Source: an optimization exercise on an open RTL-to-GDS flow (aim: small area). Production flows keep margins and buffers that such runs may drop.
The RTL was checked by simulation tests, not by an equivalence proof against the original design.
The clock port is modelled as an ideal driver; clocking choices that lean on that would not hold on a real chip.

==> flow/design.v (excerpt) <==
module core#(
    parameter ADR_MSB = 15,
    parameter DAT_MSB = 15
)(
    input       wire            clk,
    input       wire            rst,
    input       wire            m_wait,
    input       wire[7:0]       m_idata,
    output      wire[7:0]       m_odata,
    output      wire[ADR_MSB:0] m_addr,
    output      wire            m_cs,
    output      wire            m_we
);
Size in the first run: ~350 cells after synthesis, ~37 I/O pins.
==> flow/config.mk <==
export PLATFORM = sky130hd
export DESIGN_NAME = core
export DESIGN_NICKNAME = core
export VERILOG_FILES = /design/flow/design.v
export SDC_FILE = /design/flow/constraint.sdc
export NUM_CORES = 4
export LEC_CHECK = 0
export ABC_AREA = 1
export CAP_MARGIN = 20
export CORE_MARGIN = 2
export CORE_UTILIZATION = 70
export SETUP_SLACK_MARGIN = 0.1
export SLEW_MARGIN = 20
==> flow/constraint.sdc <==
create_clock -name core_clock -period 5.0 [get_ports {clk}]
set_input_delay 1.0000 -clock core_clock [delete_from_list [all_inputs] [get_ports {clk}]]
set_output_delay 1.0000 -clock core_clock [all_outputs]
set_load 0.01 [all_outputs]
standard.sh (not shown) runs the stock make flow with config.mk's settings and CLKGATE_MAP_FILE= SYNTH_SCRIPT=/design/flow/synth_recipe.tcl, a recipe that flattens the netlist after the stock synthesis.
==> flow/flow/run.sh <==
#!/bin/bash
# Own layout flow: the standard ORFS flow (standard.sh), with
#  - an area-oriented ABC script for the combinational logic (the registers
#    are mapped exactly as in the standard synthesis; abc does not touch them),
#  - minimum-size buffers on the ports,
#  - a one-level clock tree: the clock port drives a few clock buffers, each
#    driving the clock pins of one group of nearby registers (own_cts.tcl,
#    run just before TritonCTS, which then leaves the clock net alone),
#  - no large buffers for the resizer's repairs (the platform's dont-use
#    list plus buf_4 and up).
set -euo pipefail
DONT_USE="sky130_fd_sc_hd__probe_p_8 sky130_fd_sc_hd__probec_p_8 sky130_fd_sc_hd__lpflow_bleeder_1 sky130_fd_sc_hd__lpflow_clkbufkapwr_1 sky130_fd_sc_hd__lpflow_clkbufkapwr_16 sky130_fd_sc_hd__lpflow_clkbufkapwr_2 sky130_fd_sc_hd__lpflow_clkbufkapwr_4 sky130_fd_sc_hd__lpflow_clkbufkapwr_8 sky130_fd_sc_hd__lpflow_clkinvkapwr_1 sky130_fd_sc_hd__lpflow_clkinvkapwr_16 sky130_fd_sc_hd__lpflow_clkinvkapwr_2 sky130_fd_sc_hd__lpflow_clkinvkapwr_4 sky130_fd_sc_hd__lpflow_clkinvkapwr_8 sky130_fd_sc_hd__lpflow_decapkapwr_12 sky130_fd_sc_hd__lpflow_decapkapwr_3 sky130_fd_sc_hd__lpflow_decapkapwr_4 sky130_fd_sc_hd__lpflow_decapkapwr_6 sky130_fd_sc_hd__lpflow_decapkapwr_8 sky130_fd_sc_hd__lpflow_inputiso0n_1 sky130_fd_sc_hd__lpflow_inputiso0p_1 sky130_fd_sc_hd__lpflow_inputiso1n_1 sky130_fd_sc_hd__lpflow_inputiso1p_1 sky130_fd_sc_hd__lpflow_inputisolatch_1 sky130_fd_sc_hd__lpflow_isobufsrc_1 sky130_fd_sc_hd__lpflow_isobufsrc_16 sky130_fd_sc_hd__lpflow_isobufsrc_2 sky130_fd_sc_hd__lpflow_isobufsrc_4 sky130_fd_sc_hd__lpflow_isobufsrc_8 sky130_fd_sc_hd__lpflow_isobufsrckapwr_16 sky130_fd_sc_hd__lpflow_lsbuf_lh_hl_isowell_tap_1 sky130_fd_sc_hd__lpflow_lsbuf_lh_hl_isowell_tap_2 sky130_fd_sc_hd__lpflow_lsbuf_lh_hl_isowell_tap_4 sky130_fd_sc_hd__lpflow_lsbuf_lh_isowell_4 sky130_fd_sc_hd__lpflow_lsbuf_lh_isowell_tap_1 sky130_fd_sc_hd__lpflow_lsbuf_lh_isowell_tap_2 sky130_fd_sc_hd__lpflow_lsbuf_lh_isowell_tap_4 sky130_fd_sc_hd__buf_4 sky130_fd_sc_hd__buf_6 sky130_fd_sc_hd__buf_8 sky130_fd_sc_hd__buf_12 sky130_fd_sc_hd__buf_16 sky130_fd_sc_hd__bufinv_16 sky130_fd_sc_hd__bufbuf_16 sky130_fd_sc_hd__bufbuf_8"
HERE=$(pwd)
cat > "$HERE/flow/own_synth.tcl" <<EOT
proc abc {args} {
  set i [lsearch \$args -script]
  set args [lreplace \$args [expr {\$i+1}] [expr {\$i+1}] $HERE/flow/area.abc]
  yosys abc {*}\$args
}
source $HERE/synth_recipe.tcl
EOT
export OWN_NCLK=4
export OWN_CLKBUF=sky130_fd_sc_hd__clkbuf_16
bash standard.sh SYNTH_SCRIPT="$HERE/flow/own_synth.tcl" \
  BUFFER_PORTS_ARGS="-buffer_cell sky130_fd_sc_hd__buf_1" \
  DONT_USE_CELLS="$DONT_USE" \
  PRE_CTS_TCL="$HERE/flow/own_cts.tcl" \
  CTS_ARGS="-sink_clustering_enable -repair_clock_nets -buf_list sky130_fd_sc_hd__clkbuf_16 -dont_use_dummy_load" \
  finish > "$HERE/flow_make.log" 2>&1
==> flow/flow/own_cts.tcl <==
# Clock tree: the clock port drives NCLK clock buffers, each driving the
# clock pins of one group of registers (grouped by placement, k-means).
set nclk [expr {[info exists ::env(OWN_NCLK)] ? $::env(OWN_NCLK) : 3}]
set bufcell [expr {[info exists ::env(OWN_CLKBUF)] ? $::env(OWN_CLKBUF) : "sky130_fd_sc_hd__clkbuf_16"}]
set block [ord::get_db_block]
set net [$block findNet clk]
set sinks {}
foreach it [$net getITerms] {
  set inst [$it getInst]
  set bb [$inst getBBox]
  set x [expr {([$bb xMin] + [$bb xMax]) / 2.0}]
  set y [expr {([$bb yMin] + [$bb yMax]) / 2.0}]
  lappend sinks [list [$inst getName] [[$it getMTerm] getName] $x $y]
}
# k-means, seeded along x
set sorted [lsort -real -index 2 $sinks]
set n [llength $sorted]
set cent {}
for {set k 0} {$k < $nclk} {incr k} {
  set s [lindex $sorted [expr {int(($k + 0.5) * $n / $nclk)}]]
  lappend cent [list [lindex $s 2] [lindex $s 3]]
}
for {set iter 0} {$iter < 50} {incr iter} {
  set groups {}
  for {set k 0} {$k < $nclk} {incr k} { lappend groups {} }
  foreach s $sinks {
    set best 0; set bd 1e30
    for {set k 0} {$k < $nclk} {incr k} {
      set c [lindex $cent $k]
      set d [expr {abs([lindex $s 2] - [lindex $c 0]) + abs([lindex $s 3] - [lindex $c 1])}]
      if {$d < $bd} { set bd $d; set best $k }
    }
    lset groups $best [concat [lindex $groups $best] [list $s]]
  }
  set cent {}
  foreach g $groups {
    set sx 0; set sy 0
    foreach s $g { set sx [expr {$sx + [lindex $s 2]}]; set sy [expr {$sy + [lindex $s 3]}] }
    set m [llength $g]
    if {$m == 0} { set m 1 }
    lappend cent [list [expr {$sx / $m}] [expr {$sy / $m}]]
  }
}
set dbu [$block getDbUnitsPerMicron]
for {set k 0} {$k < $nclk} {incr k} {
  set g [lindex $groups $k]
  if {[llength $g] == 0} continue
  set pins {}
  foreach s $g { lappend pins [get_pins "[lindex $s 0]/[lindex $s 1]"] }
  set c [lindex $cent $k]
  set lx [expr {[lindex $c 0] / $dbu}]
  set ly [expr {[lindex $c 1] / $dbu}]
  puts "clock group $k: [llength $g] sinks, buffer at $lx $ly"
  insert_buffer -buffer_cell $bufcell -net clk -load_pins $pins -location [list $lx $ly] -buffer_name clkbuf_g$k -net_name clknet_g$k
}
Other scripts of this flow, unchanged in this note and not shown: flow/flow/area.abc, flow/flow/own_synth.tcl
The first run finished with timing, DRC and antenna clean.
Then changed:
--- a/flow/flow/run.sh
+++ b/flow/flow/run.sh
@@ -21,9 +21,9 @@
 EOT
 export OWN_NCLK=4
-export OWN_CLKBUF=sky130_fd_sc_hd__clkbuf_16
+export OWN_CLKBUF=sky130_fd_sc_hd__buf_12
 bash standard.sh SYNTH_SCRIPT="$HERE/flow/own_synth.tcl" \
   BUFFER_PORTS_ARGS="-buffer_cell sky130_fd_sc_hd__buf_1" \
   DONT_USE_CELLS="$DONT_USE" \
   PRE_CTS_TCL="$HERE/flow/own_cts.tcl" \
-  CTS_ARGS="-sink_clustering_enable -repair_clock_nets -buf_list sky130_fd_sc_hd__clkbuf_16 -dont_use_dummy_load" \
+  CTS_ARGS="-sink_clustering_enable -repair_clock_nets -buf_list $OWN_CLKBUF -dont_use_dummy_load" \
   finish > "$HERE/flow_make.log" 2>&1
Result:
- routed wire length decreases by about 1.7%
- clock skew is about the same
- register-to-register slack degrades by 40 ps
Then changed:
--- a/flow/flow/own_cts.tcl
+++ b/flow/flow/own_cts.tcl
@@ -1,4 +1,5 @@
 # Clock tree: the clock port drives NCLK clock buffers, each driving the
-# clock pins of one group of registers (grouped by placement, k-means).
+# clock pins of one group of registers (grouped by placement with a k-means
+# whose groups hold at most ceil(registers / NCLK) registers each).
 set nclk [expr {[info exists ::env(OWN_NCLK)] ? $::env(OWN_NCLK) : 3}]
 set bufcell [expr {[info exists ::env(OWN_CLKBUF)] ? $::env(OWN_CLKBUF) : "sky130_fd_sc_hd__clkbuf_16"}]
@@ -21,15 +22,28 @@
   lappend cent [list [lindex $s 2] [lindex $s 3]]
 }
-for {set iter 0} {$iter < 50} {incr iter} {
-  set groups {}
-  for {set k 0} {$k < $nclk} {incr k} { lappend groups {} }
+# balanced k-means: each group takes at most ceil(n / nclk) sinks
+set cap [expr {($n + $nclk - 1) / $nclk}]
+for {set iter 0} {$iter < 30} {incr iter} {
+  set pairs {}
+  set si 0
   foreach s $sinks {
-    set best 0; set bd 1e30
     for {set k 0} {$k < $nclk} {incr k} {
       set c [lindex $cent $k]
-      set d [expr {abs([lindex $s 2] - [lindex $c 0]) + abs([lindex $s 3] - [lindex $c 1])}]
-      if {$d < $bd} { set bd $d; set best $k }
+      lappend pairs [list [expr {abs([lindex $s 2] - [lindex $c 0]) + abs([lindex $s 3] - [lindex $c 1])}] $si $k]
     }
-    lset groups $best [concat [lindex $groups $best] [list $s]]
+    incr si
+  }
+  set pairs [lsort -real -index 0 $pairs]
+  set done {}
+  set groups {}
+  set cnt {}
+  for {set k 0} {$k < $nclk} {incr k} { lappend groups {}; lappend cnt 0 }
+  foreach p $pairs {
+    set si [lindex $p 1]; set k [lindex $p 2]
+    if {[dict exists $done $si]} continue
+    if {[lindex $cnt $k] >= $cap} continue
+    dict set done $si 1
+    lset cnt $k [expr {[lindex $cnt $k] + 1}]
+    lset groups $k [concat [lindex $groups $k] [list [lindex $sinks $si]]]
   }
   set cent {}
Result: Sequential cell count is unchanged; routed wire length came out higher by 0.42%; hold slack stays flat; worst setup slack gets worse by 3.6 ps; clock skew came out lower by 6.3 ps.

separate check: timing with driven ports:
In the flow no input, the clock included, has a driving cell. The finished layouts below were timed again as built, in two steps.
Step 1 (the two cells are an assumption about what drives the block):
set clk [get_ports {clk}]
set_driving_cell -lib_cell sky130_fd_sc_hd__clkbuf_16 $clk
set_driving_cell -lib_cell sky130_fd_sc_hd__buf_2 [delete_from_list [all_inputs] $clk]
Step 2 moves the port delays by t, midway between the first and last clock arrival at a register: inputs arrive t later, outputs are due t later. That takes back most of the time a late clock gives input paths.
Three values: ideal ports, drivers, drivers and shift; two values: the first two.
run	t, ns	slack for setup (ns)	worst hold slack (ns)	worst setup path after step 2	latest minus earliest clock arrival (ns)
the first run	0.230	0.473 / 0.473 / 0.443	0.467 / 0.467 / 0.467	input to register	0.015 / 0.015
the second run	0.210	0.433 / 0.433 / 0.433	0.469 / 0.469 / 0.469	register to register	0.018 / 0.018
the third run	0.212	0.430 / 0.430 / 0.426	0.468 / 0.468 / 0.468	input to register	0.011 / 0.011
After both steps setup and hold are still met in every run listed. The setup slack of the first run, which loses most, moves by 0.000 ns with the drivers and by -0.030 ns with both steps.
